This is an optimization exercise on Yosys and OpenROAD, whose aim is small area, not a production implementation.
The clock port is modelled as an ideal driver, which makes a skipped or thinned clock tree look cheaper than it is; a real chip needs a root buffer or a tree.

== main ==
==> flow/design.v <==
`timescale 1ns / 1ps
module topTM1638(input clk_50M,
input wire rst,
output wire clk,
output wire stb,
output reg dio,
input wire [7:0] gio,
input wire [7:0] phut,
input wire [7:0] giay
);
reg [8:0] a;
reg [7:0] h, m, s;
wire tail = a[8] & ~a[7] & ~a[6] & ~a[5];    
wire cs0  = tail & a[4] & a[2];              
wire hi   = a[8] & a[7];                     
wire [8:0] t;
assign t[0] = 1'b1;
genvar i;
generate for (i = 1; i < 9; i = i + 1) begin : carry
  assign t[i] = t[i-1] & a[i-1];
end endgenerate
wire [8:0] inc = a ^ t;
always @(posedge clk_50M) begin
  a[8] <= rst | inc[8];
  a[7] <= ~rst & (cs0 | inc[7]);
  a[6] <= ~rst & (cs0 | inc[6]);
  a[5] <= ~rst & inc[5];
  a[4] <= rst | inc[4];
  a[3] <= ~rst & (cs0 | inc[3]);
  a[2] <= rst | inc[2];
  a[1] <= ~rst & (cs0 | inc[1]);
  a[0] <= rst | (~cs0 & ~a[0]);
end
wire [2:0] d = a[7:5];      
wire [2:0] b = a[3:1];      
wire [7:0] v = (d[2] ~^ d[1]) ? (d[2] ? s : h) : m;    
wire tens  = (d == 3'd0) | (d == 3'd3) | (d == 3'd6);
wire blank = (d == 3'd2) | (d == 3'd5);
function [3:0] add3(input [3:0] x);
  add3 = (x > 4'd4) ? x + 4'd3 : x;
endfunction
wire [3:0] c1 = add3({1'b0, v[7:5]});
wire [3:0] c2 = add3({c1[2:0], v[4]});
wire [3:0] c3 = add3({c2[2:0], v[3]});
wire [3:0] c4 = add3({c3[2:0], v[2]});
wire [3:0] c5 = add3({c4[2:0], v[1]});
wire [3:0] c6 = add3({1'b0, c1[3], c2[3], c3[3]});
wire [3:0] c7 = add3({c6[2:0], c4[3]});
wire [3:0] g = tens ? {c7[2:0], c5[3]} : {c5[2:0], v[0]};
wire [6:0] seg;
assign seg[0] = g[3] | g[1] | (g[2] ~^ g[0]);
assign seg[1] = ~g[2] | (g[1] ~^ g[0]);
assign seg[2] = g[2] | ~g[1] | g[0];
assign seg[3] = g[3] | (~g[0] & ~(g[2] & ~g[1])) | (g[0] & (g[1] ^ g[2]));
assign seg[4] = ~g[0] & (~g[2] | g[1]);
assign seg[5] = (~g[1] & ~g[0]) | (g[2] & ~g[1]) | (g[2] & ~g[0]) | g[3];
assign seg[6] = g[3] | (g[2] ^ g[1]) | (g[1] & ~g[0]);
wire segbit  = ~blank & (b != 3'd7) & seg[b];
wire databit = a[4] ? (b == 3'd0) : segbit;
wire cmd_t = a[4] ? ~(a[2] & a[0]) : (a[3] ? (~a[2] & ~a[1]) : (a[2] | a[1]));
wire cmd_h = a[4] ? (a[5] & a[3] & a[2]) : (a[3] & ~a[2] & a[1]);
wire cmdbit = a[7] ? cmd_h : cmd_t;
always @(posedge clk_50M) begin
  if (tail) begin
    h <= gio; m <= phut; s <= giay;
  end
  if (rst) dio <= 1'b0;
  else dio <= a[8] ? cmdbit : databit;
end
assign stb = (tail & ((~a[4] & ~a[3] & ~a[2] & ~a[1] & a[0]) | (a[4] & (a[2] | (a[1] & a[0])))))
           | (hi & ~a[4] & a[3] & a[2] & a[1] & a[0]);
assign clk = ~a[0] | stb;
endmodule
Settings: LEC_CHECK=0, CAP_MARGIN=20, CORE_MARGIN=2, CORE_UTILIZATION=40, PLACE_DENSITY=0.6, SLEW_MARGIN=20; clock period 10.0 ns.
standard.sh (not shown) runs the stock make flow with config.mk's settings and CLKGATE_MAP_FILE= SYNTH_SCRIPT=/design/flow/synth_recipe.tcl, a recipe that flattens the netlist after the stock synthesis.
==> flow/flow/run.sh <==
#!/bin/bash
# Own layout flow: the standard ORFS flow (standard.sh), changed only in
#  - synthesis: the standard flow's synthesis script, but ABC maps the logic with an
#    area-oriented script (flow/abc.script) and Yosys's adder extraction is off
#    (half-adder cells would hide the logic from ABC);
#  - port buffers: the smallest buffer, sky130_fd_sc_hd__buf_1;
#  - clock tree: one clock buffer drives all registers (flow/cts_pre.tcl);
#  - power recovery (downsizing of non-critical gates) after global routing.
# Each step's full output goes to a log file in this folder.
set -euo pipefail
W=$PWD
{
  head -n 1 "$W/synth_recipe.tcl"
  echo 'proc abc {args} { set i [lsearch -exact $args -script]; if {$i >= 0} { lset args [expr {$i + 1}] $::env(MY_ABC_SCRIPT) }; yosys abc {*}$args }'
  tail -n +2 "$W/synth_recipe.tcl"
} > "$W/my_synth.tcl"
sed -e "s#$W/synth_recipe.tcl#$W/my_synth.tcl#" "$W/standard.sh" > "$W/my_standard.sh"
export MY_ABC_SCRIPT="$W/flow/abc.script"
export ADDER_MAP_FILE=
export BUFFER_PORTS_ARGS="-buffer_cell sky130_fd_sc_hd__buf_1"
export PRE_CTS_TCL="$W/flow/cts_pre.tcl"
export CLOCK_BUFFER=sky130_fd_sc_hd__buf_12
export CLOCK_BUFFERS=1
export RECOVER_POWER=100
bash "$W/my_standard.sh" synth > "$W/log_synth.txt" 2>&1
bash "$W/my_standard.sh" finish > "$W/log_finish.txt" 2>&1
Other scripts of this flow, unchanged in this note and not shown: flow/flow/abc.script, flow/flow/cts_pre.tcl
What the feature branch does differently from main at the input level:
--- a/flow/design.v
+++ b/flow/design.v
@@ -29,24 +29,14 @@
   a[3] <= ~rst & (cs0 | inc[3]);
   a[2] <= rst | inc[2];
   a[1] <= ~rst & (cs0 | inc[1]);
-  a[0] <= rst | (~cs0 & ~a[0]);
+  a[0] <= ~rst & ~cs0 & ~a[0];
 end
 wire [2:0] d = a[7:5];      
 wire [2:0] b = a[3:1];      
 wire [7:0] v = (d[2] ~^ d[1]) ? (d[2] ? s : h) : m;    
 wire tens  = (d == 3'd0) | (d == 3'd3) | (d == 3'd6);
 wire blank = (d == 3'd2) | (d == 3'd5);
-function [3:0] add3(input [3:0] x);
-  add3 = (x > 4'd4) ? x + 4'd3 : x;
-endfunction
-wire [3:0] c1 = add3({1'b0, v[7:5]});
-wire [3:0] c2 = add3({c1[2:0], v[4]});
-wire [3:0] c3 = add3({c2[2:0], v[3]});
-wire [3:0] c4 = add3({c3[2:0], v[2]});
-wire [3:0] c5 = add3({c4[2:0], v[1]});
-wire [3:0] c6 = add3({1'b0, c1[3], c2[3], c3[3]});
-wire [3:0] c7 = add3({c6[2:0], c4[3]});
-wire [3:0] g = tens ? {c7[2:0], c5[3]} : {c5[2:0], v[0]};
+wire [3:0] g = tens ? (v / 8'd10) % 8'd10 : v % 8'd10;
 wire [6:0] seg;
 assign seg[0] = g[3] | g[1] | (g[2] ~^ g[0]);
 assign seg[1] = ~g[2] | (g[1] ~^ g[0]);
@@ -57,7 +47,7 @@
 assign seg[6] = g[3] | (g[2] ^ g[1]) | (g[1] & ~g[0]);
 wire segbit  = ~blank & (b != 3'd7) & seg[b];
 wire databit = a[4] ? (b == 3'd0) : segbit;
-wire cmd_t = a[4] ? ~(a[2] & a[0]) : (a[3] ? (~a[2] & ~a[1]) : (a[2] | a[1]));
+wire cmd_t = a[4] | (a[3] ? (~a[2] & ~a[1]) : (a[2] | a[1]));
 wire cmd_h = a[4] ? (a[5] & a[3] & a[2]) : (a[3] & ~a[2] & a[1]);
 wire cmdbit = a[7] ? cmd_h : cmd_t;
 always @(posedge clk_50M) begin
@@ -65,7 +55,7 @@
     h <= gio; m <= phut; s <= giay;
   end
   if (rst) dio <= 1'b0;
-  else dio <= a[8] ? cmdbit : databit;
+  else if (!cs0) dio <= a[8] ? cmdbit : databit;
 end
 assign stb = (tail & ((~a[4] & ~a[3] & ~a[2] & ~a[1] & a[0]) | (a[4] & (a[2] | (a[1] & a[0])))))
            | (hi & ~a[4] & a[3] & a[2] & a[1] & a[0]);
==> run summary <==
Taking main as the reference, in the feature branch total non-filler cell area in the finished layout lower. [compare] base=main new=the feature branch: number of input and output port buffers inserted held; routed metal-1 wire length went down 10 um. Cmp main and the feature branch / average cell area after synthesis / higher: the feature branch. When the feature branch is set beside main, its sequential cell area share turns out to be 1.0 points larger. Of main and the feature branch, the lower achievable clock frequency belongs to the feature branch. The feature branch gives more endpoint arrival time on the critical path than main did. Re post-synthesis xor/xnor area fraction: main was higher than the feature branch. Side by side, aggregate routed wire length turned out lower in the feature branch than in main.
Function was not checked in any run of this note: the RTL went through the layout flow alone. No run of this note takes its clock network from TritonCTS; it comes from the design's own scripts or RTL.

[port drivers added, routing unchanged]
Ports are ideal in the flow. The routed layouts listed here were re-timed in OpenROAD.
Step 1 (the two cells are an assumption about what drives the block):
set clk [get_ports {clk_50M}]
set_driving_cell -lib_cell sky130_fd_sc_hd__clkbuf_16 $clk
set_driving_cell -lib_cell sky130_fd_sc_hd__buf_2 [delete_from_list [all_inputs] $clk]
Step 2, shift: input delay + t, output delay - t, t = (earliest + latest rising clock arrival at the registers) / 2. This alone moves slack from input paths to output paths.
a / b / c = ideal / step 1 / step 2; a / b = the first two.
run | shift t [ns] | setup WS [ns] | worst setup path at the end
main | 0.180 | 5.158 / 5.158 / 5.158 | register to register
the feature branch | 0.178 | 5.046 / 5.045 / 5.045 | register to register
After both steps setup and hold are still met in every run listed. For the feature branch, which loses most, drivers alone change the setup slack by -0.001 ns; drivers and shift together by -0.001 ns.
